What follows belongs to an exercise in optimizing a design on an open flow for small area, a short achievable clock period and few clock cycles; a production flow would make more cautious choices. Function was checked by simulation only, so behaviour that the tests miss may differ from the original. No activity file was given, so power comes from the tool's default toggle rates.

## design/flow/config.mk

```make
export PLATFORM = sky130hd
export DESIGN_NAME = veryl_Core
export DESIGN_NICKNAME = veryl_Core
export VERILOG_FILES = /design/flow/design.v
export SDC_FILE = /design/flow/constraint.sdc
export NUM_CORES = 4
export LEC_CHECK = 0
export CAP_MARGIN = 20
export CORE_MARGIN = 2
export CORE_UTILIZATION = 40
export PLACE_DENSITY = 0.6
export SETUP_SLACK_MARGIN = 0.2
export SLEW_MARGIN = 20
```

## design/flow/constraint.sdc

```tcl
create_clock -name core_clock -period 14.0 [get_ports {i_clk}]
set_input_delay 2.8000 -clock core_clock [delete_from_list [all_inputs] [get_ports {i_clk}]]
set_output_delay 2.8000 -clock core_clock [all_outputs]
set_load 0.01 [all_outputs]
```

## design/flow/design.v

```verilog
module veryl_Add32 (
    input  logic [32-1:0] i_a  ,
    input  logic [32-1:0] i_b  ,
    input  logic [1-1:0]  i_cin,
    output logic [32-1:0] o_sum
);
    logic [32-1:0] g ;
    logic [32-1:0] p ;
    logic [32-1:0] gg;
    logic [32-1:0] pp;
    always_comb begin
        g  = i_a & i_b;
        p  = i_a ^ i_b;
        gg = g;
        pp = p;
        gg[0] = g[0] | (p[0] & i_cin);
        for (int l = 0; l < 5; l++) begin
            for (int i = 0; i < 32; i++) begin
                if (((i >> l) & 1) == 1) begin
                    gg[i] = gg[i] | (pp[i] & gg[((i >> l) << l) - 1]);
                    pp[i] = pp[i] & pp[((i >> l) << l) - 1];
                end
            end
        end
        o_sum = p ^ {gg[30:0], i_cin};
    end
endmodule
module veryl_Alu (
    input  logic [32-1:0] i_a      ,
    input  logic [32-1:0] i_b      ,  
    input  logic [5-1:0]  i_shamt  ,  
    input  logic [1-1:0]  i_sub    ,
    input  logic [1-1:0]  i_sel_sum,
    input  logic [1-1:0]  i_sel_and,
    input  logic [1-1:0]  i_sel_or ,
    input  logic [1-1:0]  i_sel_xor,
    input  logic [1-1:0]  i_sel_sh ,
    input  logic [1-1:0]  i_sh_left,
    input  logic [1-1:0]  i_sh_arith,
    output logic [32-1:0] o_sum    ,
    output logic [32-1:0] o_out
);
    veryl_Add32 adder (
        .i_a  (i_a                 ),
        .i_b  (i_b                 ),
        .i_cin(i_sub               ),
        .o_sum(o_sum               )
    );
    logic [32-1:0] sh_in ;
    logic [32-1:0] sh_res;
    logic [32-1:0] sh_out;
    always_comb begin
        for (int i = 0; i < 32; i++) sh_in[i] = (i_sh_left) ? ( i_a[31 - i] ) : ( i_a[i] );
    end
    logic signed [33-1:0] sh_src;
    logic signed [33-1:0] sh_ext;
    always_comb sh_src = {i_sh_arith & i_a[31], sh_in};
    always_comb sh_ext = sh_src >>> i_shamt;
    always_comb sh_res = sh_ext[31:0];
    always_comb begin
        for (int i = 0; i < 32; i++) sh_out[i] = (i_sh_left) ? ( sh_res[31 - i] ) : ( sh_res[i] );
    end
    always_comb o_out = ({32{i_sel_sum}} & o_sum)
                      | ({32{i_sel_and}} & (i_a & i_b))
                      | ({32{i_sel_or}}  & (i_a | i_b))
                      | ({32{i_sel_xor}} & (i_a ^ i_b))
                      | ({32{i_sel_sh}}  & sh_out);
endmodule
module veryl_Core (
    input logic i_clk,
    input logic i_rst,
    output logic [32-1:0] o_imem_addr ,
    input  logic [48-1:0] i_imem_rdata,
    output logic [1-1:0]  o_imem_we   ,
    output logic [32-1:0] o_imem_waddr,
    output logic [8-1:0]  o_imem_wdata,
    output logic [32-1:0] o_dmem_addr ,
    output logic [1-1:0]  o_dmem_re   ,
    output logic [4-1:0]  o_dmem_wmask,
    output logic [32-1:0] o_dmem_wdata,
    input  logic [32-1:0] i_dmem_rdata,
    output logic [32-1:0] o_io_addr  ,
    output logic [1-1:0]  o_io_rd    ,
    input  logic [1-1:0]  i_io_rvalid,
    input  logic [32-1:0] i_io_rdata ,
    output logic [1-1:0]  o_io_wr    ,
    output logic [32-1:0] o_io_wdata ,
    input  logic [1-1:0]  i_io_wready
);
    localparam logic [32-1:0] IROM_BASE = 32'h8000_0004;
    logic [32-1:0] m_regfile [1:32-1];
    logic [32-1:0] r_pc_f;    
    logic [32-1:0] r_pc_d;    
    logic [1-1:0]  r_v_d ;    
    logic [1-1:0]  r_v_e      ;
    logic [1-1:0]  r_we_e     ;
    logic [5-1:0]  r_rd_e     ;
    logic [32-1:0] r_a_e      ;
    logic [32-1:0] r_addr_e   ;  
    logic [32-1:0] r_b_e      ;  
    logic [5-1:0]  r_shamt_e  ;  
    logic [32-1:0] r_s_e      ;  
    logic [32-1:0] r_tgt_e    ;  
    logic [1-1:0]  r_sub_e    ;
    logic [1-1:0]  r_sel_sum_e;
    logic [1-1:0]  r_sel_and_e;
    logic [1-1:0]  r_sel_or_e ;
    logic [1-1:0]  r_sel_xor_e;
    logic [1-1:0]  r_sel_sh_e ;
    logic [1-1:0]  r_sh_l_e   ;
    logic [1-1:0]  r_sh_a_e   ;
    logic [1-1:0]  r_link_e   ;
    logic [1-1:0]  r_ld_e     ;
    logic [3-1:0]  r_ldk_e    ;
    logic [4-1:0]  r_mask_e   ;
    logic [1-1:0]  r_isb_e    ;
    logic [1-1:0]  r_in_e     ;
    logic [1-1:0]  r_out_e    ;
    logic [1-1:0]  r_jal_e    ;  
    logic [1-1:0]  r_pred_e   ;  
    logic [1-1:0]  r_br_e     ;
    logic [2-1:0]  r_brk_e    ;
    logic [1-1:0]  r_we_w ;
    logic [5-1:0]  r_rd_w ;
    logic [32-1:0] r_res_w;
    logic [1-1:0]  r_ld_w ;
    logic [3-1:0]  r_ldk_w;
    logic [32-1:0] w_ld_val;
    logic [32-1:0] w_val_w ;
    always_comb begin
        case (r_ldk_w)
            3'd1   : w_ld_val = {{16{i_dmem_rdata[15]}}, i_dmem_rdata[15:0]};
            3'd2   : w_ld_val = {{24{i_dmem_rdata[7]}}, i_dmem_rdata[7:0]};
            3'd3   : w_ld_val = {16'b0, i_dmem_rdata[15:0]};
            3'd4   : w_ld_val = {24'b0, i_dmem_rdata[7:0]};
            default: w_ld_val = i_dmem_rdata;
        endcase
        w_val_w = (r_ld_w) ? ( w_ld_val ) : ( r_res_w );
    end
    logic [32-1:0] w_wdata;
    always_comb w_wdata = (i_rst) ? ( 32'h0 ) : ( w_val_w );
    always_ff @ (posedge i_clk) begin
        for (int i = 1; i < 32; i++) begin
            if (i_rst || (r_we_w && r_rd_w == 5'(i))) begin
                m_regfile[i] <= w_wdata;
            end
        end
    end
    logic [32-1:0] w_sum  ;
    logic [32-1:0] w_alu  ;
    logic [32-1:0] w_res_e;
    veryl_Alu alu (
        .i_a       (r_a_e      ),
        .i_b       (r_b_e      ),
        .i_shamt   (r_shamt_e  ),
        .i_sub     (r_sub_e    ),
        .i_sel_sum (r_sel_sum_e),
        .i_sel_and (r_sel_and_e),
        .i_sel_or  (r_sel_or_e ),
        .i_sel_xor (r_sel_xor_e),
        .i_sel_sh  (r_sel_sh_e ),
        .i_sh_left (r_sh_l_e   ),
        .i_sh_arith(r_sh_a_e   ),
        .o_sum     (w_sum      ),
        .o_out     (w_alu      )
    );
    always_comb w_res_e = (r_link_e) ? ( r_s_e ) : (r_in_e) ? ( i_io_rdata ) : ( w_alu );
    logic [1-1:0] w_eq   ;
    logic [1-1:0] w_taken;
    always_comb begin
        w_eq = &(r_a_e ^ r_b_e);
        case (r_brk_e)
            2'd0   : w_taken = w_eq;
            2'd1   : w_taken = !w_eq;
            2'd2   : w_taken = w_sum[31];
            default: w_taken = w_sum[31] | w_eq;
        endcase
    end
    logic [1-1:0]  w_stall_e ;
    logic [1-1:0]  w_redirect;
    logic [32-1:0] w_tgt     ;
    always_comb begin
        w_stall_e  = r_v_e & ((r_in_e & !i_io_rvalid) | (r_out_e & !i_io_wready));   
        w_redirect = r_v_e & (r_jal_e | (r_br_e & (w_taken != r_pred_e)) | w_stall_e);
        w_tgt      = (r_jal_e) ? ( r_addr_e ) : ( r_tgt_e );
    end
    always_comb begin
        o_dmem_addr  = r_addr_e;
        o_dmem_re    = r_v_e & r_ld_e;
        o_dmem_wmask = r_mask_e & {4{r_v_e}};
        o_dmem_wdata = r_s_e;
        o_imem_we    = r_v_e & r_isb_e;
        o_imem_waddr = r_addr_e;
        o_imem_wdata = r_s_e[7:0];
        o_io_addr    = r_addr_e;
        o_io_rd      = r_v_e & r_in_e;
        o_io_wr      = r_v_e & r_out_e;
        o_io_wdata   = r_s_e;
    end
    logic [32-1:0] w_fetch_next;
    logic [48-1:0] w_ir;
    always_comb w_ir = i_imem_rdata;
    logic [5-1:0]  d_op ;
    logic [3-1:0]  d_sub;
    logic [8-1:0]  d_key;
    logic [5-1:0]  d_rd ;
    logic [32-1:0] d_imm;
    logic [32-1:0] d_off;
    always_comb begin
        d_op  = w_ir[4:0];
        d_sub = w_ir[7:5];
        d_key = {d_sub, d_op};
        d_rd  = w_ir[12:8];
        d_imm = w_ir[47:16];
        d_off = {{7{w_ir[47]}}, w_ir[47:23]};
    end
    localparam logic [8-1:0] ADD  = (8'h1 << 5) | 8'h1;
    localparam logic [8-1:0] SUB  = (8'h2 << 5) | 8'h1;
    localparam logic [8-1:0] ADDI = (8'h1 << 5) | 8'h2;
    localparam logic [8-1:0] SUBI = (8'h2 << 5) | 8'h2;
    localparam logic [8-1:0] BEQ  = (8'h0 << 5) | 8'h3;
    localparam logic [8-1:0] BNE  = (8'h1 << 5) | 8'h3;
    localparam logic [8-1:0] BLT  = (8'h2 << 5) | 8'h3;
    localparam logic [8-1:0] BLE  = (8'h3 << 5) | 8'h3;
    localparam logic [8-1:0] JAL  = (8'h4 << 5) | 8'h3;
    localparam logic [8-1:0] LW   = (8'h0 << 5) | 8'h4;
    localparam logic [8-1:0] LH   = (8'h1 << 5) | 8'h4;
    localparam logic [8-1:0] LB   = (8'h2 << 5) | 8'h4;
    localparam logic [8-1:0] LHU  = (8'h3 << 5) | 8'h4;
    localparam logic [8-1:0] LBU  = (8'h4 << 5) | 8'h4;
    localparam logic [8-1:0] SW   = (8'h0 << 5) | 8'h5;
    localparam logic [8-1:0] SH   = (8'h1 << 5) | 8'h5;
    localparam logic [8-1:0] SB   = (8'h2 << 5) | 8'h5;
    localparam logic [8-1:0] ISB  = (8'h3 << 5) | 8'h5;
    localparam logic [8-1:0] IN   = (8'h0 << 5) | 8'h6;
    localparam logic [8-1:0] OUT  = (8'h1 << 5) | 8'h6;
    localparam logic [8-1:0] AND  = (8'h0 << 5) | 8'h7;
    localparam logic [8-1:0] OR   = (8'h1 << 5) | 8'h7;
    localparam logic [8-1:0] XOR  = (8'h2 << 5) | 8'h7;
    localparam logic [8-1:0] SRL  = (8'h3 << 5) | 8'h7;
    localparam logic [8-1:0] SRA  = (8'h4 << 5) | 8'h7;
    localparam logic [8-1:0] SLL  = (8'h5 << 5) | 8'h7;
    localparam logic [8-1:0] ANDI = (8'h0 << 5) | 8'h8;
    localparam logic [8-1:0] ORI  = (8'h1 << 5) | 8'h8;
    localparam logic [8-1:0] XORI = (8'h2 << 5) | 8'h8;
    localparam logic [8-1:0] SRLI = (8'h3 << 5) | 8'h8;
    localparam logic [8-1:0] SRAI = (8'h4 << 5) | 8'h8;
    localparam logic [8-1:0] SLLI = (8'h5 << 5) | 8'h8;
    logic [1-1:0] d_rb      ;
    logic [1-1:0] d_br      ;
    logic [1-1:0] d_jal     ;
    logic [1-1:0] d_ld      ;
    logic [1-1:0] d_st      ;
    logic [1-1:0] d_isb     ;
    logic [1-1:0] d_in      ;
    logic [1-1:0] d_out     ;
    logic [1-1:0] d_sub_op  ;
    logic [1-1:0] d_sel_sum ;
    logic [1-1:0] d_sel_and ;
    logic [1-1:0] d_sel_or  ;
    logic [1-1:0] d_sel_xor ;
    logic [1-1:0] d_sel_sh  ;
    logic [1-1:0] d_sh_l    ;
    logic [1-1:0] d_sh_a    ;
    logic [1-1:0] d_nowrite ;
    logic [1-1:0] d_use_a   ;
    logic [1-1:0] d_use_b   ;
    logic [3-1:0] d_ldk     ;
    logic [4-1:0] d_mask    ;
    always_comb begin
        d_rb      = (d_op == 5'd1) || (d_op == 5'd7) || (d_op == 5'd3 && d_sub <= 3'd3);
        d_br      = d_op == 5'd3 && d_sub <= 3'd3;
        d_jal     = d_key == JAL;
        d_ld      = d_op == 5'd4 && d_sub <= 3'd4;
        d_st      = d_op == 5'd5 && d_sub <= 3'd2;
        d_isb     = d_key == ISB;
        d_in      = d_key == IN;
        d_out     = d_key == OUT;
        d_sub_op  = d_key == SUB || d_key == SUBI || d_br;
        d_sel_sum = d_key == ADD || d_key == SUB || d_key == ADDI || d_key == SUBI;
        d_sel_and = d_key == AND || d_key == ANDI;
        d_sel_or  = d_key == OR || d_key == ORI;
        d_sel_xor = d_key == XOR || d_key == XORI;
        d_sel_sh  = d_key == SRL || d_key == SRA || d_key == SLL || d_key == SRLI || d_key == SRAI || d_key == SLLI;
        d_sh_l    = d_sub == 3'd5;
        d_sh_a    = d_sub == 3'd4;
        d_nowrite = d_st || d_isb || d_out;
        d_use_a   = (d_op >= 5'd1) && (d_op <= 5'd8);
        d_use_b   = d_rb || d_st || d_isb || d_out;
        d_ldk     = d_sub;
        case (d_sub)
            3'd0   : d_mask = 4'b1111;
            3'd1   : d_mask = 4'b0011;
            default: d_mask = 4'b0001;
        endcase
    end
    logic [5-1:0] d_ra;
    logic [5-1:0] d_rb_addr;
    always_comb begin
        d_ra      = (d_rb) ? ( w_ir[17:13] ) : ( {2'b0, w_ir[15:13]} );
        d_rb_addr = (d_rb) ? ( w_ir[22:18] ) : ( w_ir[12:8] );
    end
    logic [32-1:0] m_rz  [0:32-1];
    logic [32-1:0] d_grp [0:4-1] ;
    always_comb begin
        m_rz[0] = 32'h0;
        for (int i = 1; i < 32; i++) m_rz[i] = m_regfile[i];
        for (int k = 0; k < 4; k++) d_grp[k] = m_rz[{2'(k), w_ir[15:13]}];
    end
    logic [32-1:0] d_rf_a;
    logic [32-1:0] d_rf_b;
    always_comb begin
        d_rf_a = d_grp[d_ra[4:3]];
        d_rf_b = m_rz[d_rb_addr];
    end
    logic [1-1:0]  d_byp_ea;
    logic [1-1:0]  d_byp_wa;
    logic [1-1:0]  d_byp_eb;
    logic [1-1:0]  d_byp_wb;
    logic [1-1:0]  d_byp_ei;
    logic [1-1:0]  d_byp_wi;
    logic [32-1:0] d_base;
    logic [32-1:0] d_addr;
    logic [32-1:0] d_a;
    logic [32-1:0] d_b;
    always_comb begin
        d_byp_ea = r_v_e && r_we_e && r_rd_e == d_ra;
        d_byp_wa = r_we_w && r_rd_w == d_ra;
        d_byp_eb = r_v_e && r_we_e && r_rd_e == d_rb_addr;
        d_byp_wb = r_we_w && r_rd_w == d_rb_addr;
        d_a      = (d_byp_ea) ? ( w_res_e ) : (d_byp_wa) ? ( w_val_w ) : ( d_rf_a );
        d_byp_ei = r_v_e && r_we_e && r_rd_e == {2'b00, w_ir[15:13]};
        d_byp_wi = r_we_w && r_rd_w == {2'b00, w_ir[15:13]};
        d_base   = (d_byp_ei) ? ( w_res_e ) : (d_byp_wi) ? ( w_val_w ) : ( d_grp[0] );
        d_b      = (d_byp_eb) ? ( w_res_e ) : (d_byp_wb) ? ( w_val_w ) : ( d_rf_b );
    end
    veryl_Add32 addr_add (
        .i_a  (d_base),
        .i_b  (d_imm ),
        .i_cin(1'b0  ),
        .o_sum(d_addr)
    );
    logic [1-1:0] d_hazard;
    always_comb d_hazard = r_v_e && r_ld_e && r_we_e && ((d_use_a && r_rd_e == d_ra) || (d_use_b && r_rd_e == d_rb_addr));
    logic [1-1:0]  d_isb_hit ;
    always_comb begin
        d_isb_hit  = (w_ir[15:13] != 3'd0)
                  || (d_imm[31:3] == r_pc_f[31:3] && d_imm[2:0] >= r_pc_f[2:0] && d_imm[2:0] - r_pc_f[2:0] < 3'd6)
                  || (d_imm[31:3] == w_fetch_next[31:3] && r_pc_f[2:0] > {1'b0, d_imm[2:0]} + 4'd2);
    end
    logic [32-1:0] d_br_tgt;
    logic [32-1:0] d_tgt   ;
    veryl_Add32 tgt_add (
        .i_a  (r_pc_d  ),
        .i_b  (d_off   ),
        .i_cin(1'b0    ),
        .o_sum(d_br_tgt)
    );
    always_comb d_tgt = (d_in || d_out) ? ( r_pc_d ) : (d_pred) ? ( r_pc_f ) : ( d_br_tgt );
    logic [1-1:0]  d_jal_abs;
    logic [1-1:0]  d_pred   ;
    logic [1-1:0]  d_redir  ;
    logic [32-1:0] d_redir_pc;
    always_comb begin
        d_jal_abs  = d_jal && w_ir[15:13] == 3'd0;
        d_pred     = d_br && w_ir[47];
        d_redir    = d_jal_abs || d_pred || (d_isb && d_isb_hit);
        d_redir_pc = (d_jal_abs) ? ( d_imm ) : (d_pred) ? ( d_br_tgt ) : ( r_pc_f );
    end
    logic [1-1:0] w_accept;
    logic [1-1:0] w_replay;
    always_comb begin
        w_accept = r_v_d && !w_redirect && !d_hazard;
        w_replay = r_v_d && !w_redirect && d_hazard;
    end
    veryl_Add32 fetch_inc (
        .i_a  (r_pc_f      ),
        .i_b  (32'h6       ),
        .i_cin(1'b0        ),
        .o_sum(w_fetch_next)
    );
    always_comb o_imem_addr = r_pc_f;
    always_ff @ (posedge i_clk) r_pc_d <= r_pc_f;
    always_ff @ (posedge i_clk) begin
        if (i_rst) begin
            r_pc_f <= IROM_BASE;
            r_v_d  <= 1'b0;
        end else if (w_redirect) begin
            r_pc_f <= w_tgt;
            r_v_d  <= 1'b0;
        end else if (w_replay) begin
            r_pc_f <= r_pc_d;
            r_v_d  <= 1'b0;
        end else if (w_accept && d_redir) begin
            r_pc_f <= d_redir_pc;
            r_v_d  <= 1'b0;
        end else begin
            r_pc_f <= w_fetch_next;
            r_v_d  <= 1'b1;
        end
    end
    always_ff @ (posedge i_clk) begin
        if (i_rst) begin
            r_v_e <= 1'b0;
        end else begin
            r_v_e <= w_accept;
        end
    end
    always_ff @ (posedge i_clk) begin
        begin
            r_we_e      <= (d_rd != 5'd0) && !d_nowrite;
            r_rd_e      <= d_rd;
            r_a_e       <= d_a;
            r_addr_e    <= d_addr;
            r_b_e       <= ((d_rb) ? ( d_b ) : ( d_imm )) ^ {32{d_sub_op}};
            r_shamt_e   <= (d_rb) ? ( d_b[4:0] ) : ( d_imm[4:0] );
            r_s_e       <= (d_br || d_jal) ? ( r_pc_f ) : ( d_b );
            r_tgt_e     <= d_tgt;
            r_sub_e     <= d_sub_op;
            r_sel_sum_e <= d_sel_sum;
            r_sel_and_e <= d_sel_and;
            r_sel_or_e  <= d_sel_or;
            r_sel_xor_e <= d_sel_xor;
            r_sel_sh_e  <= d_sel_sh;
            r_sh_l_e    <= d_sh_l;
            r_sh_a_e    <= d_sh_a;
            r_link_e    <= d_br || d_jal;
            r_ld_e      <= d_ld;
            r_ldk_e     <= d_ldk;
            r_mask_e    <= (d_st || d_isb) ? ( ((d_isb) ? ( 4'b0000 ) : ( d_mask )) ) : ( 4'b0000 );
            r_isb_e     <= d_isb;
            r_in_e      <= d_in;
            r_out_e     <= d_out;
            r_jal_e     <= d_jal && !d_jal_abs;
            r_pred_e    <= d_pred;
            r_br_e      <= d_br;
            r_brk_e     <= d_sub[1:0];
        end
    end
    always_ff @ (posedge i_clk) begin
        if (i_rst) begin
            r_we_w <= 1'b0;
        end else begin
            r_we_w <= r_v_e && !w_stall_e && r_we_e;
        end
        r_rd_w  <= r_rd_e;
        r_res_w <= w_res_e;
        r_ld_w  <= r_ld_e;
        r_ldk_w <= r_ldk_e;
    end
endmodule
```

## design/flow/run.sh

```bash
#!/bin/bash
# synth_recipe.tcl (not shown) runs the flow's synth.tcl, then flattens the netlist and writes it again
# the make line also repeats each setting of config.mk as NAME=value (left out here)
make -C /OpenROAD-flow-scripts/flow DESIGN_CONFIG=/design/flow/config.mk WORK_HOME=/design/flow/orfs CLKGATE_MAP_FILE= SYNTH_SCRIPT=/design/flow/synth_recipe.tcl finish
```

==> flow_summary.json, run 1 <==
{
  "drive_gt1_share_pct": 11.79,
  "numClockSinks": 1293,
  "async_reset_ff_share_pct": 0,
  "vias": 61570,
  "rsz0062_at_grt": "no",
  "ir_drop_mv": 0.1093,
  "antenna_found_initial": 25,
  "p_per_area_mw_per_mm2": 135.5,
  "place.port_buffers": 323,
  "rows": 150,
  "end_kind": "flip-flop",
  "finalHoldViolCount": 0,
  "ys_warn_count": 6,
  "required_ps": 14750,
  "clk_latency_ps": 860,
  "grt_pass1_vias": 56970,
  "slew_violations": 0,
  "post_drt_via_cell_ratio": 7.174,
  "final_cell_mix": "edfxtp_1 (992), o21ai_0 (492), nand2_1 (469), nor2_1 (334), clkdlybuf4s50_1 (319)",
  "dieArea_mm2": 0.1719,
  "avgRoutedWirePerCell_um": 40.21,
  "ys_ff_latch": 1293,
  "drt_iter0_drc": 12660,
  "finish.net_count": 6526,
  "cp.arrival_ps": 9630,
  "holdWs_ps": 397.6,
  "grt_overflow_total": 0,
  "finClkSkew_ps": 70.09,
  "synth_top_family_by_area": "compound AO/OA/AOI/OAI gates",
  "synth_cell_types": 96,
  "maxCapViolCount": 0,
  "grt_usage_pct": 38.59,
  "synthAdderAreaFrac_pct": 3.009,
  "cts_made_buffers": 140,
  "cts_max_level": 4,
  "syn_area_mm2": 0.06744,
  "synthFlopType": "edfxtp_1",
  "grt_max_degree": 102,
  "dieWidth_um": 414.6,
  "synth_compound_area_share_pct": 21.22,
  "initial_core_util_pct": 40.33,
  "route.detailed.drc": 0,
  "muxShareOfSynthArea_pct": 6.744,
  "synth-xor-area-share_pct": 2.221,
  "core_mm2": 0.1672,
  "synth_top_area_share_pct": 44.17,
  "drtAntennaViolNets": 0,
  "clockRootBuffer": "clkbuf_16",
  "start_kind": "primary input",
  "clock_path_buffers": 3,
  "grt_pass1_wl_um": 465400,
  "fmax_ghz": 0.1126,
  "yosysSeqAreaShare_pct": 53.11,
  "wirelength_um": 345100,
  "cts_resized": 0,
  "clkTransAtPathRegs_ps": 60,
  "critPathKind": "in2reg",
  "cts_tree": "done",
  "postSynthCellCount": 6110,
  "worst_pin_slew_ps": 1354,
  "synth_edf_count": 992,
  "status": "timing/DRC/antenna clean",
  "cts_hold_buf": 0,
  "setup-tns-final_ps": 0,
  "dr.pass1.iters": 10,
  "yosys.area_share.simple_pct": 9.011,
  "yosys.area.top_type": "edfxtp_1",
  "dp_hpwl_um": 218300,
  "area_growth_pct": 15.89,
  "hold_depth": 0,
  "cts_setup_buffers": 0,
  "hp-class": "reg2reg",
  "min_period_ps": 8880,
  "gp_congestion": 1.021,
  "syn_avg_cell_area_um2": 11.04,
  "cellLeakagePower_uw": 0.02808,
  "die_h_um": 414.6,
  "reg2regPathDepth": 25,
  "ios": 324,
  "layout_commonest_cell": "edfxtp_1",
  "ys_top_cells_by_area": "edfxtp_1 (44%), dfxtp_1 (8.9%), o21ai_0 (3.8%)",
  "finalCritPeriodShare_pct": 63.43,
  "reg2reg_slack_ps": 6260,
  "finalSetupViolations": 0,
  "maxSlewHeadroom_pct": 9.626,
  "crit_fanout": 77
}
==> worst paths after layout <==
| kind | start | to |
|---|---|---|
| max reg2reg | r_shamt_e[0] | r_addr_e[31] |
| min reg2reg | r_ldk_e[2] | r_ldk_w[2] |
| min | r_ldk_e[2] | r_ldk_w[2] |
| max | i_imem_rdata[14] | r_addr_e[31] |
==> per-stage QoR <==
step                      util [%]  power [uW]  setup WS [ps]  cell area, um2  std cells
final                        46.74       10590           5120           78150       8583
after global routing         46.73       10780           4924           78140       8576
after CTS                    46.66       10460           5527           78020       8558
after detailed placement     44.00        6820           4696           73570       8312
after global placement       43.98        6807           4651           73550       8310
after floorplan                  -        5816           5358           67440       6110
==> synthesized netlist by cell type, types with 131 or more instances <==
| library cell | n |
|---|---|
| inv_1 | 138 |
| a221oi_1 | 205 |
| nand2_1 | 480 |
| dfxtp_1 | 301 |
| ha_1 | 135 |
| edfxtp_1 | 992 |
| a22o_1 | 131 |
| a22oi_1 | 291 |
| mux2i_1 | 232 |
| a21oi_1 | 315 |
| clkbuf_1 | 369 |
| nor2_1 | 353 |
| o21ai_0 | 507 |
==> layout make-up <==
class / instances / area, um2
antenna: 17 / 42.54
clock buffer: 181 / 3742
clock inverter: 65 / 704.4
fill: 15170 / 89070
inverter: 147 / 556.8
multi-input combinational: 4103 / 29390
sequential: 1293 / 35820
tap: 2204 / 2758
timing repair buffer: 573 / 5145
==> flip-flops by register name (all words and copies together) (netlist names), 2 cells and up <==
name	cells
r_res_w	32
r_a_e	32
r_pc_f	32
r_shamt_e	5
r_rd_w	5
r_rd_e	5
m_regfile	992
r_s_e	32
r_pc_d	32
r_tgt_e	32
r_addr_e	32
r_ldk_w	3
r_ldk_e	2
r_mask_e	3
r_b_e	32
==> critical path: stages <==
cell       delay (ps)
buf_6             160
clkinv_2          420
buf_12            470
nor3_2            110
buf_4             330
a22oi_1           220
nand2_1            70
a21oi_1           550
nand2_1           110
o21ai_0           110
a21oi_1           100
ha_1              230
fa_1              410
a21o_1            170
a21o_1            230
a2111oi_0         810
o21ai_0           370
o211a_1           360
a311o_1           310
nand2_1            90
a21boi_0          130
o21a_1            220
o21a_1            200
o21a_1            180
nor2_1            110
xnor2_1           130
==> kinds of logic (layout without fill, tap and decap cells) <==
logic type      after synthesis  in the layout
simple gates               1323           1323
compound gates             2085           2085
fa+ha+maj                   152            152
xor+xnor                    171            171
other cells                   0             17
flops                      1293           1293
mux                         372            372
buf+inv                     714            966
==> layer usage <==
metal | vias up | track usage (%) | share of wire (%)
met1 | 29460 | 45.28 | 33
met2 | 6194 | 56.29 | 41
met3 | 1880 | 15.00 | 15
met5 | - | 0 | 0.048
met4 | 26 | 30.66 | 10
li1 | 24020 | - | -
==> power breakdown <==
part | internal [uW] | switching, uW | leakage [uW]
sequential | 4450 | 370 | 0.0127
clock | 2080 | 1650 | 0.00216
combinational | 774 | 1270 | 0.0132
total | 7300 | 3290 | 0.0281
Testbench counts, summed over its fixed seeds: cycles 125,356.
==> run 2, diff against run 1 <==
==> design/flow/flow/run.sh (new file) <==
#!/bin/bash
# The standard layout (standard.sh, unchanged synthesis and steps), with
# the resizer's setup repair aiming at a larger slack margin so that it keeps
# shortening the paths well below the 14 ns clock. Each tool's output goes to
# its own log file in the work folder.
set -euo pipefail
export SETUP_SLACK_MARGIN=8
bash standard.sh synth > synth.log 2>&1
bash standard.sh > layout.log 2>&1
==> design/flow/standard.sh (new file) <==
#!/bin/bash
# synth_recipe.tcl (not shown) runs the flow's synth.tcl, then flattens the netlist and writes it again
# the make line also repeats each setting of config.mk as NAME=value (left out here)
make -C /OpenROAD-flow-scripts/flow DESIGN_CONFIG=/design/flow/config.mk WORK_HOME=/design/flow/orfs CLKGATE_MAP_FILE= SYNTH_SCRIPT=/design/flow/synth_recipe.tcl "${@:-finish}"
--- a/design/flow/config.mk
+++ b/design/flow/config.mk
@@ -9,5 +9,4 @@
 export CORE_MARGIN = 2
 export CORE_UTILIZATION = 40
 export PLACE_DENSITY = 0.6
-export SETUP_SLACK_MARGIN = 0.2
 export SLEW_MARGIN = 20
removed: design/flow/run.sh
==> run 2 against run 1 <==
Maximum frequency is 35% higher. Critical path type unchanged. Register-to-register slack better by 1400 ps. Total power is 2.4% higher. Global-route usage is 1.9 points higher. Non-clock buffer count is 153 higher. Worst setup slack better by 2300 ps. Die area stayed put. Routed wire length is 6.0% higher. Sequential share of layout area is 2.2 points lower.
==> flow_summary.json, run 2 <==
{
  "place.port_buffers": 323,
  "ys_ff_latch": 1293,
  "crit_start": "i_imem_rdata[13]",
  "ys_top_cells_by_area": "edfxtp_1 (44%), dfxtp_1 (8.9%), o21ai_0 (3.8%)",
  "p_int_uw": 7414,
  "rsz0062_at_grt": "yes",
  "finalHoldViolCount": 0,
  "final_cell_mix": "edfxtp_1 (992), o21ai_0 (459), nand2_1 (458), nor2_1 (323), clkdlybuf4s50_1 (298)",
  "synth_edf_count": 992,
  "yosysSeqAreaShare_pct": 53.11,
  "syn_area_mm2": 0.06744,
  "rr_startpoint": "r_a_e[3]",
  "yosys.area.top_type": "edfxtp_1",
  "met1_usage_pct": 46.52,
  "clkTransAtPathRegs_ps": 60,
  "grt_busiest_layer": "met2",
  "route.detailed.drc": 0,
  "final_core_util_pct": 49.12,
  "critPathKind": "in2reg",
  "cts_tree": "done",
  "ys_warn_count": 6,
  "ios": 324,
  "dp_hpwl_um": 222300,
  "hp-start": "r_ldk_e[2]",
  "stdcell_count": 8752,
  "finClkSkew_ps": 55.29,
  "clkPwrFrac_pct": 35.2,
  "wirelength_um": 365900,
  "vias": 63490,
  "p_per_area_mw_per_mm2": 132.1,
  "clk_latency_ps": 850,
  "syn_avg_cell_area_um2": 11.04,
  "finish.net_count": 6689,
  "grt_pass1_wl_um": 484900,
  "dieWidth_um": 414.6,
  "async_reset_ff_share_pct": 0,
  "grt_pass1_vias": 58220,
  "drtAntennaViolNets": 0,
  "drive_gt1_share_pct": 17.05,
  "dieArea_mm2": 0.1719,
  "cp.arrival_ps": 7340,
  "grtUsageMet3_pct": 18.61,
  "area_growth_pct": 21.81,
  "clockRootBuffer": "clkbuf_16",
  "p_sw_uw": 3436,
  "drt_iter0_drc": 13080,
  "grt_overflow_total": 0,
  "cts_hold_buf": 0,
  "swShare_pct": 31.67,
  "p_comb_share_pct": 20.4,
  "avgRoutedWirePerCell_um": 41.80,
  "gp_congestion": 1.017,
  "use_met2_pct": 58.39,
  "yosys-top-cells-count": "edfxtp_1 (992), o21ai_0 (507), nand2_1 (480), clkbuf_1 (369), nor2_1 (353)",
  "die_h_um": 414.6,
  "setup-tns-final_ps": 0,
  "cts_made_buffers": 142,
  "grt_usage_pct": 40.53,
  "clock_path_buffers": 3,
  "core_mm2": 0.1672,
  "synthFlopType": "edfxtp_1",
  "synth_top_area_share_pct": 44.17,
  "hp-class": "reg2reg",
  "largest_reg_flops": 992,
  "required_ps": 14760,
  "power_frac_seq_pct": 44.5,
  "cts_max_level": 4,
  "dr.pass1.iters": 9,
  "min_period_ps": 6579,
  "layout_commonest_cell": "edfxtp_1",
  "maxCapViolCount": 0,
  "grt_max_degree": 66,
  "dp.cells": 8312,
  "yosysMostFrequentCell": "edfxtp_1",
  "finalSetupViolations": 0,
  "initial_core_util_pct": 40.33,
  "finalCritPeriodShare_pct": 47.00,
  "crit_fanout": 21,
  "numClockSinks": 1293,
  "post_drt_via_cell_ratio": 7.255,
  "antenna_found_initial": 18,
  "worst_pin_slew_ps": 1261,
  "end_kind": "flip-flop",
  "slew_violations": 0,
  "rows": 150,
  "maxSlewHeadroom_pct": 15.90,
  "postSynthCellCount": 6110,
  "synth_cell_types": 96,
  "status": "timing/DRC/antenna clean",
  "ir_drop_mv": 0.1342,
  "fmax_ghz": 0.1520,
  "cellLeakagePower_uw": 0.02980,
  "regMostFlops": "m_regfile",
  "start_kind": "primary input"
}
==> run 2: path summary, 6_finish.rpt <==
check                               endpoint  slack (ps)  cells after the start
worst min-delay path              r_ldk_w[2]         370                      0
worst max-delay path            r_addr_e[31]        7420                     23
worst min register to register    r_ldk_w[2]         370                      0
worst max register to register  r_addr_e[31]        7650                     25
==> run 2: routing by layer <==
layer	routed length [um]	part of all wire, %
met5	850	0.23
met3	59530	16
met2	148700	41
met1	119200	33
met4	37550	10
==> run 2: kinds of logic after synthesis <==
logic type      Yosys count  synth area share, %
compound gates         2085                21.22
simple gates           1323                9.011
flops                  1293                53.11
buf+inv                 714                4.683
mux                     372                6.744
xor+xnor                171                2.221
fa+ha+maj               152                3.009
==> run 2: layout make-up <==
type                    count  area (um2)
well taps                2204        2758
diodes                     15       37.54
repair buffers            726        7670
inverters                 147       616.8
fillers                 14760       85080
multi-input cells        4108       30530
repair inverters            3       48.80
clock inverters            77       892.1
clock buffers             179        3762
flip-flops and latches   1293       35830
==> run 2: power by group through the flow <==
stage / registers (uW) / clock network, uW / logic [uW]
2_1_floorplan: 4690 / 0 / 1140
3_3_place_gp: 4880 / 0 / 1950
3_5_place_dp: 4880 / 0 / 1960
4_1_cts: 4800 / 3800 / 2060
5_1_grt: 4830 / 3960 / 2260
6_report: 4820 / 3810 / 2210
==> run 2: worst max-delay path, stage by stage <==
cell and delay [ps]:
buf_16 180, clkinv_16 100, buf_4 160, nor3_4 260, buf_12 230, buf_4 480
a221o_1 290, a221oi_4 70, nand2_1 120, o211ai_1 90, o21ai_1 300, ha_1 360
a21oi_1 200, nand3b_1 110, o211a_1 270, a311o_1 310, nand2_2 100, a21boi_2 60
o21a_1 190, o21a_1 180, o21a_1 190, nor2_2 100, xnor2_1 120
==> run 2: repair_timing <==
action	in CTS	in global routing
buffers inserted	94	40
gates cloned	25	10
pin swaps	55	71
hold endpoints to repair	0	0
resized for setup	298	168
setup endpoints to repair	148	101
==> run 2: stage by stage <==
| step | total power [uW] | hold WS [ps] | area (um2) | setup slack (ps) |
|---|---|---|---|---|
| after floorplan | 5830 | 309.6 | 67850 | 7029 |
| after detailed placement | 6842 | 348.1 | 73730 | 5171 |
| after global placement | 6832 | 358.2 | 73700 | 5109 |
| final | 10850 | 374.4 | 82150 | 7421 |
| after CTS | 10670 | 370.2 | 80890 | 7389 |
| after global routing | 11050 | 376.3 | 82110 | 7436 |
==> run 3, diff against run 2 <==
--- a/design/flow/design.v
+++ b/design/flow/design.v
@@ -25,6 +25,32 @@
         o_sum = p ^ {gg[30:0], i_cin};
     end
 endmodule
+module veryl_Inc6 (
+    input  logic [32-1:0] i_a  ,
+    output logic [32-1:0] o_sum
+);
+    logic [32-1:0] b ;
+    logic [32-1:0] g ;
+    logic [32-1:0] p ;
+    logic [32-1:0] gg;
+    logic [32-1:0] pp;
+    always_comb begin
+        b  = 32'h6;
+        g  = i_a & b;
+        p  = i_a ^ b;
+        gg = g;
+        pp = p;
+        for (int l = 0; l < 5; l++) begin
+            for (int i = 0; i < 32; i++) begin
+                if (((i >> l) & 1) == 1) begin
+                    gg[i] = gg[i] | (pp[i] & gg[((i >> l) << l) - 1]);
+                    pp[i] = pp[i] & pp[((i >> l) << l) - 1];
+                end
+            end
+        end
+        o_sum = p ^ {gg[30:0], 1'b0};
+    end
+endmodule
 module veryl_Alu (
     input  logic [32-1:0] i_a      ,
     input  logic [32-1:0] i_b      ,  
@@ -92,6 +118,7 @@
     logic [32-1:0] r_pc_f;    
     logic [32-1:0] r_pc_d;    
     logic [1-1:0]  r_v_d ;    
+    logic [1-1:0]  r_fall_d;  
     logic [1-1:0]  r_v_e      ;
     logic [1-1:0]  r_we_e     ;
     logic [5-1:0]  r_rd_e     ;
@@ -182,7 +209,7 @@
     always_comb begin
         w_stall_e  = r_v_e & ((r_in_e & !i_io_rvalid) | (r_out_e & !i_io_wready));   
         w_redirect = r_v_e & (r_jal_e | (r_br_e & (w_taken != r_pred_e)) | w_stall_e);
-        w_tgt      = (r_jal_e) ? ( r_addr_e ) : ( r_tgt_e );
+        w_tgt      = (r_jal_e) ? ( r_addr_e ) : (r_pred_e && !w_keep) ? ( r_s_e ) : ( r_tgt_e );
     end
     always_comb begin
         o_dmem_addr  = r_addr_e;
@@ -265,6 +292,7 @@
     logic [1-1:0] d_nowrite ;
     logic [1-1:0] d_use_a   ;
     logic [1-1:0] d_use_b   ;
+    logic [1-1:0] d_use_base;
     logic [3-1:0] d_ldk     ;
     logic [4-1:0] d_mask    ;
     always_comb begin
@@ -285,8 +313,9 @@
         d_sh_l    = d_sub == 3'd5;
         d_sh_a    = d_sub == 3'd4;
         d_nowrite = d_st || d_isb || d_out;
-        d_use_a   = (d_op >= 5'd1) && (d_op <= 5'd8);
+        d_use_a   = d_rb || d_op == 5'd2 || d_op == 5'd8;
         d_use_b   = d_rb || d_st || d_isb || d_out;
+        d_use_base = d_ld || d_st || d_isb || d_in || d_out || d_jal;
         d_ldk     = d_sub;
         case (d_sub)
             3'd0   : d_mask = 4'b1111;
@@ -297,8 +326,8 @@
     logic [5-1:0] d_ra;
     logic [5-1:0] d_rb_addr;
     always_comb begin
-        d_ra      = (d_rb) ? ( w_ir[17:13] ) : ( {2'b0, w_ir[15:13]} );
-        d_rb_addr = (d_rb) ? ( w_ir[22:18] ) : ( w_ir[12:8] );
+        d_ra      = {w_ir[17:16] & {2{d_op[0]}}, w_ir[15:13]};
+        d_rb_addr = (d_op[0] & (d_op[1] | !d_op[2])) ? ( w_ir[22:18] ) : ( w_ir[12:8] );
     end
     logic [32-1:0] m_rz  [0:32-1];
     logic [32-1:0] d_grp [0:4-1] ;
@@ -341,7 +370,8 @@
         .o_sum(d_addr)
     );
     logic [1-1:0] d_hazard;
-    always_comb d_hazard = r_v_e && r_ld_e && r_we_e && ((d_use_a && r_rd_e == d_ra) || (d_use_b && r_rd_e == d_rb_addr));
+    always_comb d_hazard = r_v_e && r_ld_e && r_we_e && ((d_use_a && r_rd_e == d_ra) || (d_use_b && r_rd_e == d_rb_addr)
+                                                      || (d_use_base && r_rd_e == {2'b00, w_ir[15:13]}));
     logic [1-1:0]  d_isb_hit ;
     always_comb begin
         d_isb_hit  = (w_ir[15:13] != 3'd0)
@@ -356,7 +386,7 @@
         .i_cin(1'b0    ),
         .o_sum(d_br_tgt)
     );
-    always_comb d_tgt = (d_in || d_out) ? ( r_pc_d ) : (d_pred) ? ( r_pc_f ) : ( d_br_tgt );
+    always_comb d_tgt = (d_in || d_out) ? ( r_pc_d ) : (d_pred) ? ( w_fetch_next ) : ( d_br_tgt );
     logic [1-1:0]  d_jal_abs;
     logic [1-1:0]  d_pred   ;
     logic [1-1:0]  d_redir  ;
@@ -367,16 +397,16 @@
         d_redir    = d_jal_abs || d_pred || (d_isb && d_isb_hit);
         d_redir_pc = (d_jal_abs) ? ( d_imm ) : (d_pred) ? ( d_br_tgt ) : ( r_pc_f );
     end
+    logic [1-1:0] w_keep  ;
     logic [1-1:0] w_accept;
     logic [1-1:0] w_replay;
     always_comb begin
-        w_accept = r_v_d && !w_redirect && !d_hazard;
+        w_keep   = r_fall_d && !d_br && !d_jal && !d_isb;
+        w_accept = r_v_d && !d_hazard && ((r_fall_d) ? ( w_redirect && w_keep ) : ( !w_redirect ));
         w_replay = r_v_d && !w_redirect && d_hazard;
     end
-    veryl_Add32 fetch_inc (
+    veryl_Inc6 fetch_inc (
         .i_a  (r_pc_f      ),
-        .i_b  (32'h6       ),
-        .i_cin(1'b0        ),
         .o_sum(w_fetch_next)
     );
     always_comb o_imem_addr = r_pc_f;
@@ -393,7 +423,7 @@
             r_v_d  <= 1'b0;
         end else if (w_accept && d_redir) begin
             r_pc_f <= d_redir_pc;
-            r_v_d  <= 1'b0;
+            r_v_d  <= d_pred;
         end else begin
             r_pc_f <= w_fetch_next;
             r_v_d  <= 1'b1;
@@ -401,6 +431,13 @@
     end
     always_ff @ (posedge i_clk) begin
         if (i_rst) begin
+            r_fall_d <= 1'b0;
+        end else begin
+            r_fall_d <= !w_redirect && !w_replay && w_accept && d_pred;
+        end
+    end
+    always_ff @ (posedge i_clk) begin
+        if (i_rst) begin
             r_v_e <= 1'b0;
         end else begin
             r_v_e <= w_accept;
@@ -412,8 +449,8 @@
             r_rd_e      <= d_rd;
             r_a_e       <= d_a;
             r_addr_e    <= d_addr;
-            r_b_e       <= ((d_rb) ? ( d_b ) : ( d_imm )) ^ {32{d_sub_op}};
-            r_shamt_e   <= (d_rb) ? ( d_b[4:0] ) : ( d_imm[4:0] );
+            r_b_e       <= ((d_op[0]) ? ( d_b ) : ( d_imm )) ^ {32{d_sub_op}};
+            r_shamt_e   <= (d_op[0]) ? ( d_b[4:0] ) : ( d_imm[4:0] );
             r_s_e       <= (d_br || d_jal) ? ( r_pc_f ) : ( d_b );
             r_tgt_e     <= d_tgt;
             r_sub_e     <= d_sub_op;
==> design/flow/flow/run.sh (replaced) <==
#!/bin/bash
# The standard layout (standard.sh, unchanged synthesis and steps) with two
# changes to how the layout is made:
#  - the resizer's setup repair aims at a larger slack margin, so that it keeps
#    shortening the paths well below the 14 ns clock;
#  - every input and output port still gets its own buffer, but a plain buffer
#    cell rather than the delay cell buffer_ports picks by default.
# Each tool's output goes to its own log file in the work folder.
set -euo pipefail
export SETUP_SLACK_MARGIN=8
export BUFFER_PORTS_ARGS="-buffer_cell sky130_fd_sc_hd__buf_2"
bash standard.sh synth > synth.log 2>&1
bash standard.sh > layout.log 2>&1
--- a/design/flow/config.mk
+++ b/design/flow/config.mk
@@ -10,3 +10,5 @@
 export CORE_UTILIZATION = 40
 export PLACE_DENSITY = 0.6
 export SLEW_MARGIN = 20
+export SYNTH_HIERARCHICAL = 1
+export SYNTH_MINIMUM_KEEP_SIZE = 0
==> run 3 against run 2 <==
Combinational power grew 8%. Sequential share of layout area shrank 0.94 points. Synthesized cell count grew 9.0%. Flip-flop and latch count grew 1. Clock power grew 3%. Global-route usage shrank 0.17 points. Maximum frequency grew 5.0%. Worst hold slack lost 39 ps. Die area grew 6.5%. Clock skew grew 7.9 ps. First-iteration DRC count grew 12%. Core utilization shrank 2.1 points. Critical endpoint unchanged.
==> flow_summary.json, run 3 <==
{
  "final_area_mm2": 0.08403,
  "clockRootBuffer": "clkbuf_16",
  "cts_max_level": 4,
  "postSynthCellCount": 6661,
  "p_comb_share_pct": 21.4,
  "synth_cell_types": 111,
  "setup_slack_ps": 7731,
  "dp_slack_ps": 5318,
  "yosysSeqAreaShare_pct": 49.84,
  "dr.pass1.iters": 17,
  "dieArea_mm2": 0.1832,
  "drive_gt1_share_pct": 20.77,
  "hp-class": "reg2reg",
  "dieWidth_um": 428.0,
  "synth_top_area_share_pct": 41.43,
  "async_reset_ff_share_pct": 0,
  "fmax_ghz": 0.1595,
  "grt_usage_pct": 40.35,
  "wirelength_um": 389600,
  "start_kind": "primary input",
  "swShare_pct": 33.86,
  "finalSetupViolations": 0,
  "worst_pin_slew_ps": 1456,
  "critPathKind": "in2reg",
  "yosys-top-cells-count": "edfxtp_1 (992), nand4_1 (549), nand2_1 (517), clkbuf_1 (365), a22oi_1 (363)",
  "core_mm2": 0.1786,
  "route.detailed.drc": 0,
  "gp_congestion": 1.003,
  "clock_path_buffers": 3,
  "syn_avg_cell_area_um2": 10.79,
  "ys_ff_latch": 1294,
  "finalCritPeriodShare_pct": 44.78,
  "setup-tns-final_ps": 0,
  "numClockSinks": 1294,
  "cts_made_buffers": 144,
  "met1_usage_pct": 46.95,
  "status": "timing/DRC/antenna clean",
  "clkTransAtPathRegs_ps": 60,
  "place.port_buffers": 323,
  "grt_max_degree": 117,
  "clk_latency_ps": 860,
  "p_per_area_mw_per_mm2": 132.2,
  "p_int_uw": 7346,
  "grt_busiest_layer": "met2",
  "maxSlewHeadroom_pct": 2.260,
  "finish.net_count": 7134,
  "regMostFlops": "m_regfile",
  "ios": 324,
  "area_growth_pct": 16.87,
  "ys_warn_count": 13,
  "initial_core_util_pct": 40.25,
  "clkPwrFrac_pct": 35.2,
  "placed_area_mm2": 0.07569,
  "final_cell_mix": "edfxtp_1 (992), nand4_1 (549), nand2_1 (500), a22oi_1 (359), buf_2 (318)",
  "rsz0062_at_grt": "yes",
  "yosysMostFrequentCell": "edfxtp_1",
  "die_h_um": 428.0,
  "maxCapViolCount": 0,
  "finalHoldViolCount": 0,
  "grtUsageMet3_pct": 17.86,
  "layout_commonest_cell": "edfxtp_1",
  "synth_edf_count": 992,
  "antenna_found_initial": 34,
  "ir_drop_mv": 0.1473,
  "required_ps": 14680,
  "min_period_ps": 6269,
  "end_kind": "flip-flop",
  "drt_iter0_drc": 14630,
  "p_sw_uw": 3760,
  "cts_tree": "done",
  "vias": 68930,
  "synthFlopType": "edfxtp_1",
  "cts_hold_buf": 0,
  "grt_overflow_total": 0,
  "largest_reg_flops": 992,
  "use_met2_pct": 57.49,
  "rows": 155,
  "drtAntennaViolNets": 0,
  "cp.arrival_ps": 6950,
  "ys_top_cells_by_area": "edfxtp_1 (41%), dfxtp_1 (8.4%), nand4_1 (4.8%)",
  "yosys.area.top_type": "edfxtp_1",
  "grt_pass1_wl_um": 520100,
  "n_fill_cell": 16270,
  "grt_pass1_vias": 63290,
  "crit_fanout": 30,
  "power_frac_seq_pct": 43.4,
  "post_drt_via_cell_ratio": 7.383,
  "syn_area_mm2": 0.07190,
  "avgRoutedWirePerCell_um": 41.73,
  "dp_hpwl_um": 232600,
  "cellLeakagePower_uw": 0.03091,
  "slew_violations": 0,
  "finClkSkew_ps": 63.21
}
## run 3: changes by cell type after synthesis, moves of 49 or more
cell      delta
a22oi_1     +72
nor2_1      -84
a31oi_1     +55
a221oi_1   -112
nor3_1      -57
and3_1      +49
nand4_1    +470
o21ai_0    -178
nand3_1     +78
buf_2       +78
## run 3: path summary, 6_finish.rpt
path         slack [ps]  cells past startpoint             start           end
max reg2reg        7990                     26          r_a_e[0]  r_addr_e[30]
min reg2reg         340                      0        r_ldk_e[2]    r_ldk_w[2]
min                 340                      0        r_ldk_e[2]    r_ldk_w[2]
max                7730                     16  i_imem_rdata[13]  r_addr_e[31]
## run 3: stage by stage
step	util [%]	total power, uW	hold WS [ps]	instances
after global routing	47.01	11260	345.9	9311
final	47.05	11110	335.7	9337
after CTS	46.30	10870	336.2	9230
after detailed placement	42.37	6937	322.6	8892
after global placement	42.36	6926	339.6	8890
after floorplan	-	5944	309.6	6662
## run 3: area by class of cell
class / count / area [um2] / area share [%]
antenna: 30 / 75.07 / 0.08934
clock buffer: 182 / 3846 / 4.577
inverter: 183 / 701.9 / 0.8353
multi-input combinational: 4517 / 33790 / 40.21
timing repair buffer: 699 / 5931 / 7.058
clock inverter: 77 / 883.3 / 1.051
sequential: 1294 / 35860 / 42.67
tap: 2355 / 2947 / 3.507
## run 3: layer usage
layer / vias to the layer above / part of all wire (%)
li1: 26300 / -
met1: 32960 / 33
met2: 7274 / 40
met3: 2354 / 16
met4: 44 / 11
met5: - / 0.21
## run 3: Yosys stat by module (local to each module, per instance)
module | times used | flops+latches | cells
veryl_Alu | 1 | 0 | 634
veryl_Add32 | 3 | 0 | 155
veryl_Inc6 | 1 | 0 | 79
veryl_Core | 1 | 1294 | 5483
## run 3: power groups by stage
| stage | sequential [uW] | combinational, uW | clock, uW |
|---|---|---|---|
| finish | 4820 | 2380 | 3910 |
| global route | 4820 | 2400 | 4040 |
| CTS | 4800 | 2180 | 3890 |
| detailed placement | 4880 | 2060 | 0 |
| global placement | 4880 | 2050 | 0 |
| floorplan | 4680 | 1270 | 0 |
## run 3: what timing repair did
item	in CTS	in global routing
cloned	21	7
pin swaps	23	26
setup endpoints to repair	148	92
resized for setup	274	107
setup buffers	58	65
## run 3: kinds of logic after synthesis
logic type | Yosys count | share of synthesized area (%)
and+or+nand+nor | 1877 | 13.60
AOI/OAI and AO/OA | 1779 | 17.47
DFF | 1294 | 49.84
buffers and inverters | 854 | 5.358
muxes | 438 | 7.472
xor gates and xnor gates | 239 | 2.937
adders and majority gates | 179 | 3.313
other | 1 | 0.005216
## run 3: critical path, stage by stage
cell	delay (ps)
buf_16	130
buf_16	160
nand2b_4	220
nor2_4	170
buf_12	130
buf_4	160
buf_4	610
a22oi_1	190
nand2_1	110
a21oi_1	200
mux2_2	400
o21ai_1	670
ha_1	390
and3_1	230
a211oi_2	250
xnor2_1	80
Testbench counts of run 3, summed over its fixed seeds: cycles 123,669.
==> run 4, diff against run 3 <==
--- a/design/flow/flow/run.sh
+++ b/design/flow/flow/run.sh
@@ -7,7 +7,7 @@
 #    cell rather than the delay cell buffer_ports picks by default.
 # Each tool's output goes to its own log file in the work folder.
 set -euo pipefail
-export SETUP_SLACK_MARGIN=8
+export SETUP_SLACK_MARGIN=7.5
 export BUFFER_PORTS_ARGS="-buffer_cell sky130_fd_sc_hd__buf_2"
 bash standard.sh synth > synth.log 2>&1
 bash standard.sh > layout.log 2>&1
==> run 4 against run 3 <==
Combinational power shrank 6%. Worst hold slack gained 16 ps. Synthesized cell count is the same. Clock-buffer cell count shrank 10. Highest routed layer unchanged. Largest cell class unchanged. Routed wire length shrank 5.2%. Clock skew shrank 2.2 ps. Sequential share of layout area grew 1.1 points. Still clean. Flip-flop and latch count is the same.
==> flow_summary.json, run 4 <==
{
  "status": "timing/DRC/antenna clean",
  "core_mm2": 0.1786,
  "grt_pass1_vias": 61680,
  "synth_cell_types": 111,
  "regMostFlops": "m_regfile",
  "n_fill_cell": 16340,
  "antenna_found_initial": 31,
  "postSynthCellCount": 6661,
  "cellLeakagePower_uw": 0.02993,
  "cp.arrival_ps": 7440,
  "maxSlewHeadroom_pct": 12.61,
  "critPathKind": "in2reg",
  "setup-tns-final_ps": 0,
  "avgRoutedWirePerCell_um": 40.06,
  "drtAntennaViolNets": 0,
  "required_ps": 14710,
  "synth_top_area_share_pct": 41.43,
  "yosys-top-cells-count": "edfxtp_1 (992), nand4_1 (549), nand2_1 (517), clkbuf_1 (365), a22oi_1 (363)",
  "dieWidth_um": 428.0,
  "syn_avg_cell_area_um2": 10.79,
  "grt_usage_pct": 38.33,
  "dr.pass1.iters": 9,
  "syn_area_mm2": 0.07190,
  "rows": 155,
  "dp_hpwl_um": 229400,
  "dieArea_mm2": 0.1832,
  "placed_area_mm2": 0.07569,
  "finalCritPeriodShare_pct": 48.10,
  "yosysMostFrequentCell": "edfxtp_1",
  "crit_fanout": 120,
  "die_h_um": 428.0,
  "vias": 66960,
  "finalSetupViolations": 0,
  "initial_core_util_pct": 40.25,
  "slew_violations": 0,
  "min_period_ps": 6735,
  "ys_top_cells_by_area": "edfxtp_1 (41%), dfxtp_1 (8.4%), nand4_1 (4.8%)",
  "worst_pin_slew_ps": 1301,
  "synthFlopType": "edfxtp_1",
  "post_drt_via_cell_ratio": 7.260,
  "largest_reg_flops": 992,
  "drt_iter0_drc": 13600,
  "ios": 324,
  "clock_path_buffers": 3,
  "cts_hold_buf": 0,
  "yosysSeqAreaShare_pct": 49.84,
  "ys_ff_latch": 1294,
  "cts_max_level": 4,
  "async_reset_ff_share_pct": 0,
  "final_area_mm2": 0.08192,
  "yosys.area.top_type": "edfxtp_1",
  "drive_gt1_share_pct": 18.26,
  "numClockSinks": 1294,
  "cts_tree": "done",
  "area_growth_pct": 13.94,
  "place.port_buffers": 323,
  "end_kind": "flip-flop",
  "clockRootBuffer": "clkbuf_16",
  "cts_made_buffers": 145,
  "p_per_area_mw_per_mm2": 136.1,
  "maxCapViolCount": 0,
  "hp-class": "reg2reg",
  "clkTransAtPathRegs_ps": 60,
  "gp_congestion": 1.003,
  "finalHoldViolCount": 0,
  "finish.net_count": 7019,
  "ys_warn_count": 13,
  "clk_latency_ps": 830,
  "synth_edf_count": 992,
  "layout_commonest_cell": "edfxtp_1",
  "ir_drop_mv": 0.1315,
  "route.detailed.drc": 0,
  "finClkSkew_ps": 61.05,
  "grt_overflow_total": 0,
  "start_kind": "primary input",
  "grt_max_degree": 121,
  "fmax_ghz": 0.1485,
  "grt_pass1_wl_um": 497200,
  "rsz0062_at_grt": "yes",
  "final_cell_mix": "edfxtp_1 (992), nand4_1 (549), nand2_1 (503), a22oi_1 (360), buf_2 (317)",
  "wirelength_um": 369500
}
## run 4: changes by cell type in the layout (fill, tap and decap cells not counted), moves of 8 or more
cell	before	now
dfxtp_2	14	6
buf_4	264	204
clkinv_1	15	23
a21oi_1	260	270
buf_12	26	16
buf_16	18	5
o21ai_4	18	10
dfxtp_1	286	295
bufbuf_16	19	1
a21oi_2	19	10
bufinv_16	9	21
clkbuf_1	28	20
## run 4: power by group
| part | internal, uW | switching (uW) | total (uW) | leakage [uW] |
|---|---|---|---|---|
| logic | 709 | 1520 | 2230 | 0.0148 |
| clock network | 2370 | 1730 | 4100 | 0.00242 |
| registers | 4410 | 408 | 4820 | 0.0127 |
| total | 7490 | 3660 | 11200 | 0.0299 |
## run 4: layout make-up
class	count	area (um2)	share of cell area, %
inverters	183	690.7	0.8431
multi-input cells	4514	33180	40.50
well taps	2355	2947	3.597
repair buffers	586	4187	5.111
clock buffers	172	3834	4.680
clock inverters	96	1181	1.442
flip-flops and latches	1294	35850	43.76
diodes	23	57.56	0.07026
## run 4: timing repair
action / in CTS / in global routing
endpoints found under the setup margin: 152 / 93
pin swaps: 2 / 8
setup buffers: 7 / 24
hold endpoints to repair: 0 / 0
cloned: 0 / 6
gates resized for setup: 97 / 73
## run 4: per-stage QoR
| stage | setup WS [ps] | util [%] | std cells | total power [uW] | hold slack [ps] |
|---|---|---|---|---|---|
| floorplan | 7486 | - | 6662 | 5937 | 309.6 |
| global placement | 5482 | 42.35 | 8888 | 6906 | 319.9 |
| detailed placement | 5511 | 42.38 | 8891 | 6916 | 326.6 |
| CTS | 7454 | 45.44 | 9166 | 10960 | 343.8 |
| global route | 7474 | 45.83 | 9202 | 11320 | 352.3 |
| finish | 7265 | 45.86 | 9223 | 11150 | 351.6 |
## run 4: worst max-delay path, cell delays in order
cell and delay (ps):
buf_6 350, inv_2 220, o21ai_1 550, nand2_4 90, buf_12 210, and3_1 510, buf_4 290, a22o_1 200
a221oi_1 420, nand4_1 180, o31ai_1 690, a311oi_1 300, a21o_1 240
## run 4: worst paths after layout
kind                                      start           end  slack, ps  depth (start not counted)
worst max register to register        r_a_e[31]  r_addr_e[27]       7640                         18
worst min-delay path                 r_ldk_e[2]    r_ldk_w[2]        350                          0
worst min register to register       r_ldk_e[2]    r_ldk_w[2]        350                          0
worst max-delay path            i_imem_rdata[0]     r_s_e[20]       7270                         13
## run 4: layer usage
metal  GRT usage [%]  vias up  wire [um]
li1                -    26040          -
met1           45.43    32070     124000
met2           55.49     6838     151500
met3           15.48     1990      56580
met4           29.01       24      37050
met5          0.7286        -        363
## run 4: Yosys stat by module, one instance, submodules excluded
| module | flip-flops and latches | cells inside | area [um2] |
|---|---|---|---|
| veryl_Inc6 | 0 | 79 | 551.8 |
| veryl_Core | 1294 | 5483 | 62270 |
| veryl_Alu | 0 | 634 | 5226 |
| veryl_Add32 | 0 | 155 | 1285 |
## run 4: logic make-up (layout without fill, tap and decap cells)
family | count (synthesis) | after routing | share of synthesized area, %
fa+ha+maj | 179 | 179 | 3.313
compound gates | 1779 | 1779 | 17.47
buf+inv | 854 | 1037 | 5.358
flops | 1294 | 1294 | 49.84
other cells | 1 | 25 | 0.005216
simple gates | 1877 | 1877 | 13.60
mux | 438 | 438 | 7.472
xor+xnor | 239 | 239 | 2.937
==> run 5, diff against run 4 <==
--- a/design/flow/flow/run.sh
+++ b/design/flow/flow/run.sh
@@ -7,7 +7,7 @@
 #    cell rather than the delay cell buffer_ports picks by default.
 # Each tool's output goes to its own log file in the work folder.
 set -euo pipefail
-export SETUP_SLACK_MARGIN=7.5
+export SETUP_SLACK_MARGIN=8.25
 export BUFFER_PORTS_ARGS="-buffer_cell sky130_fd_sc_hd__buf_2"
 bash standard.sh synth > synth.log 2>&1
 bash standard.sh > layout.log 2>&1
==> run 5 against run 4 <==
Maximum frequency increased by 8.1%. Worst setup slack improved by 500 ps. First-iteration DRC count increased by 4.8%. Worst hold slack got worse by 21 ps. Largest cell class unchanged.
==> flow_summary.json, run 5 <==
{
  "reg2regPathDepth": 24,
  "p_comb_share_pct": 22.0,
  "ios": 324,
  "placed_area_mm2": 0.07576,
  "synth_edf_count": 992,
  "postSynthCellCount": 6661,
  "yosysMostFrequentCell": "edfxtp_1",
  "finalCritPeriodShare_pct": 44.51,
  "largest_reg_flops": 992,
  "async_reset_ff_share_pct": 0,
  "slew_violations": 0,
  "dieWidth_um": 428.0,
  "ys_top_cells_by_area": "edfxtp_1 (41%), dfxtp_1 (8.4%), nand4_1 (4.8%)",
  "die_h_um": 428.0,
  "initial_core_util_pct": 40.25,
  "swShare_pct": 33.38,
  "dp_hpwl_um": 232300,
  "dp_slack_ps": 5344,
  "cts_made_buffers": 146,
  "area_growth_pct": 17.92,
  "wirelength_um": 387800,
  "avgRoutedWirePerCell_um": 41.47,
  "drive_gt1_share_pct": 21.59,
  "final_cell_mix": "edfxtp_1 (992), nand4_1 (549), nand2_1 (499), a22oi_1 (360), buf_2 (320)",
  "place.port_buffers": 323,
  "drt_iter0_drc": 14260,
  "finalSetupViolations": 0,
  "maxCapViolCount": 0,
  "grt_pass1_vias": 62510,
  "antenna_found_initial": 23,
  "ys_warn_count": 13,
  "vias": 68450,
  "synthFlopType": "edfxtp_1",
  "grt_usage_pct": 40.32,
  "route.detailed.drc": 0,
  "status": "timing/DRC/antenna clean",
  "maxSlewHeadroom_pct": 9.265,
  "stdcell_count": 9350,
  "ir_drop_mv": 0.1466,
  "power_frac_seq_pct": 43.1,
  "setup-tns-final_ps": 0,
  "cts_tree": "done",
  "critPathKind": "in2reg",
  "setup_slack_ps": 7768,
  "layout_commonest_cell": "edfxtp_1",
  "yosys.area.top_type": "edfxtp_1",
  "grt_overflow_total": 0,
  "regMostFlops": "m_regfile",
  "final_area_mm2": 0.08479,
  "critical-path-top-delay-family": "compound AO/OA/AOI/OAI gates",
  "p_per_area_mw_per_mm2": 131.3,
  "clock_path_buffers": 3,
  "hp-start": "r_ldk_e[2]",
  "rows": 155,
  "grt_pass1_wl_um": 518600,
  "synth_top_area_share_pct": 41.43,
  "yosysSeqAreaShare_pct": 49.84,
  "ys_ff_latch": 1294,
  "syn_area_mm2": 0.07190,
  "syn_avg_cell_area_um2": 10.79,
  "finClkSkew_ps": 44.26,
  "finish.net_count": 7151,
  "yosys-top-cells-count": "edfxtp_1 (992), nand4_1 (549), nand2_1 (517), clkbuf_1 (365), a22oi_1 (363)",
  "gp_congestion": 1.014,
  "dieArea_mm2": 0.1832,
  "numClockSinks": 1294,
  "grt_max_degree": 84,
  "dp.cells": 8903,
  "finalHoldViolCount": 0,
  "r2r-end": "r_addr_e[30]",
  "required_ps": 14700,
  "cp_slowest_cell": "a21oi_1",
  "rr_startpoint": "r_a_e[2]",
  "drtAntennaViolNets": 0,
  "n_fill_cell": 16160,
  "clkTransAtPathRegs_ps": 60,
  "crit_fanout": 32,
  "cts_max_level": 4,
  "dr.pass1.iters": 12,
  "synth_cell_types": 111,
  "total_power_uw": 11130,
  "reg2reg_slack_ps": 7920,
  "cts_hold_buf": 0,
  "start_kind": "primary input",
  "core_mm2": 0.1786,
  "cp.arrival_ps": 6930,
  "worst_pin_slew_ps": 1347,
  "hold_depth": 0,
  "post_drt_via_cell_ratio": 7.321,
  "min_period_ps": 6232,
  "p_sw_uw": 3716,
  "hp-class": "reg2reg",
  "cp_cell_sequence": "buf_16 -> buf_16 -> buf_12 -> mux4_2 -> a21oi_1 -> mux2i_1 -> nor2_1 -> a21oi_2 -> ha_1 -> and3_1 -> and3_1 -> a32oi_2 -> o21ai_2 -> a21boi_2 -> o21ai_2 -> a211oi_2 -> xnor2_1",
  "p_int_uw": 7415,
  "rsz0062_at_grt": "yes",
  "crit_path_max_incr_delay_ps": 700,
  "worst-path-buf-inv": 3,
  "clkPwrFrac_pct": 34.9,
  "end_kind": "flip-flop",
  "clk_latency_ps": 860,
  "hold_end": "r_ldk_w[2]",
  "clockRootBuffer": "clkbuf_16",
  "cellLeakagePower_uw": 0.03120,
  "fmax_ghz": 0.1605
}
-- run 5: repair_timing --
action	CTS	global route
gates resized for setup	360	120
pin swaps	33	36
gates cloned	26	5
setup buffers	81	44
endpoints found under the setup margin	163	122
-- run 5: per-layer routing --
layer | global-route usage [%] | vias up | wire (um)
met5 | 1.249 | - | 396
met4 | 32.38 | 16 | 41340
met3 | 17.30 | 2127 | 61010
met2 | 57.37 | 7184 | 156400
met1 | 47.23 | 32790 | 128600
li1 | - | 26340 | -
-- run 5: cell families after synthesis --
group                    Yosys count  synth area share, %
AND/OR/NAND/NOR                 1877                13.60
AO/OA/AOI/OAI                   1779                17.47
flip-flops                      1294                49.84
buffers and inverters            854                5.358
multiplexers                     438                7.472
XOR/XNOR                         239                2.937
adder cells (fa/ha/maj)          179                3.313
other                              1             0.005216
-- run 5: modules after synthesis (local to each module, per instance) --
module	cell area, um2	copies in the design
veryl_Add32	1285	3
veryl_Alu	5226	1
veryl_Core	62270	1
veryl_Inc6	551.8	1
-- run 5: final cells by class --
type                    instances  area [um2]  area share (%)
diodes                         20       50.05         0.05903
flip-flops and latches       1294       35850           42.29
inverters                     183       699.4          0.8249
repair buffers                715        6292           7.421
multi-input cells            4516       34240           40.38
clock buffers                 180        3959           4.669
well taps                    2355        2947           3.475
clock inverters                87       748.2          0.8825
-- run 5: how the worst max path moves through the flow --
stage | slack (ps) | from | depth (start not counted) | to
after global placement | 5380 | i_imem_rdata[15] | 18 | r_addr_e[30]
after detailed placement | 5340 | i_imem_rdata[0] | 15 | r_b_e[26]
after CTS | 8040 | i_imem_rdata[14] | 25 | r_addr_e[31]
after floorplan | 7670 | i_imem_rdata[15] | 23 | r_addr_e[23]
final | 7770 | i_imem_rdata[15] | 17 | r_addr_e[31]
after global routing | 7780 | i_imem_rdata[14] | 25 | r_addr_e[31]
-- run 5: power groups by stage --
stage	Clock (uW)	Sequential [uW]	Combinational (uW)
after detailed placement	0	4860	2080
after global routing	4020	4790	2470
after CTS	3870	4770	2240
final	3890	4790	2450
after global placement	0	4860	2070
after floorplan	0	4680	1270
-- run 5: stage by stage --
stage / util, % / hold WS, ps
2_1_floorplan: - / 309.6
3_3_place_gp: 42.41 / 321.3
3_5_place_dp: 42.41 / 315.7
4_1_cts: 46.79 / 333.2
5_1_grt: 47.44 / 343.5
6_report: 47.47 / 330.5

[separate check: timing with driven ports]
No port has a modelled driver above. Below, the same layouts with a new extraction and two added sets of constraints. Step 1 sets driving cells, clkbuf_16 on the clock port and buf_2 on the other inputs (assumed; they add their load-dependent delay and slew). Step 2 times the ports against the registers' clock, not the clock port: input delays grow and output delays shrink by t, the midpoint of the rising clock arrivals with the driver on. Slacks: ideal / step 1 / step 2; pairs: ideal / step 1.
run | t, ns | slack for setup (ns) | hold WS [ns] | pins driven straight from the clock port
run 1 | 0.905 | 5.120 / 5.167 / 4.262 | 0.398 / 0.398 / 0.398 | 1
run 2 | 0.908 | 7.421 / 7.152 / 6.244 | 0.374 / 0.374 / 0.374 | 1
run 3 | 0.913 | 7.731 / 7.476 / 6.563 | 0.336 / 0.336 / 0.336 | 1
run 4 | 0.885 | 7.265 / 7.295 / 6.409 | 0.352 / 0.352 / 0.352 | 1
run 5 | 0.919 | 7.768 / 7.483 / 6.564 | 0.330 / 0.330 / 0.330 | 1
After both steps setup and hold are still met in every run listed. For run 5, which loses most, drivers alone change the setup slack by -0.285 ns; drivers and shift together by -1.204 ns.
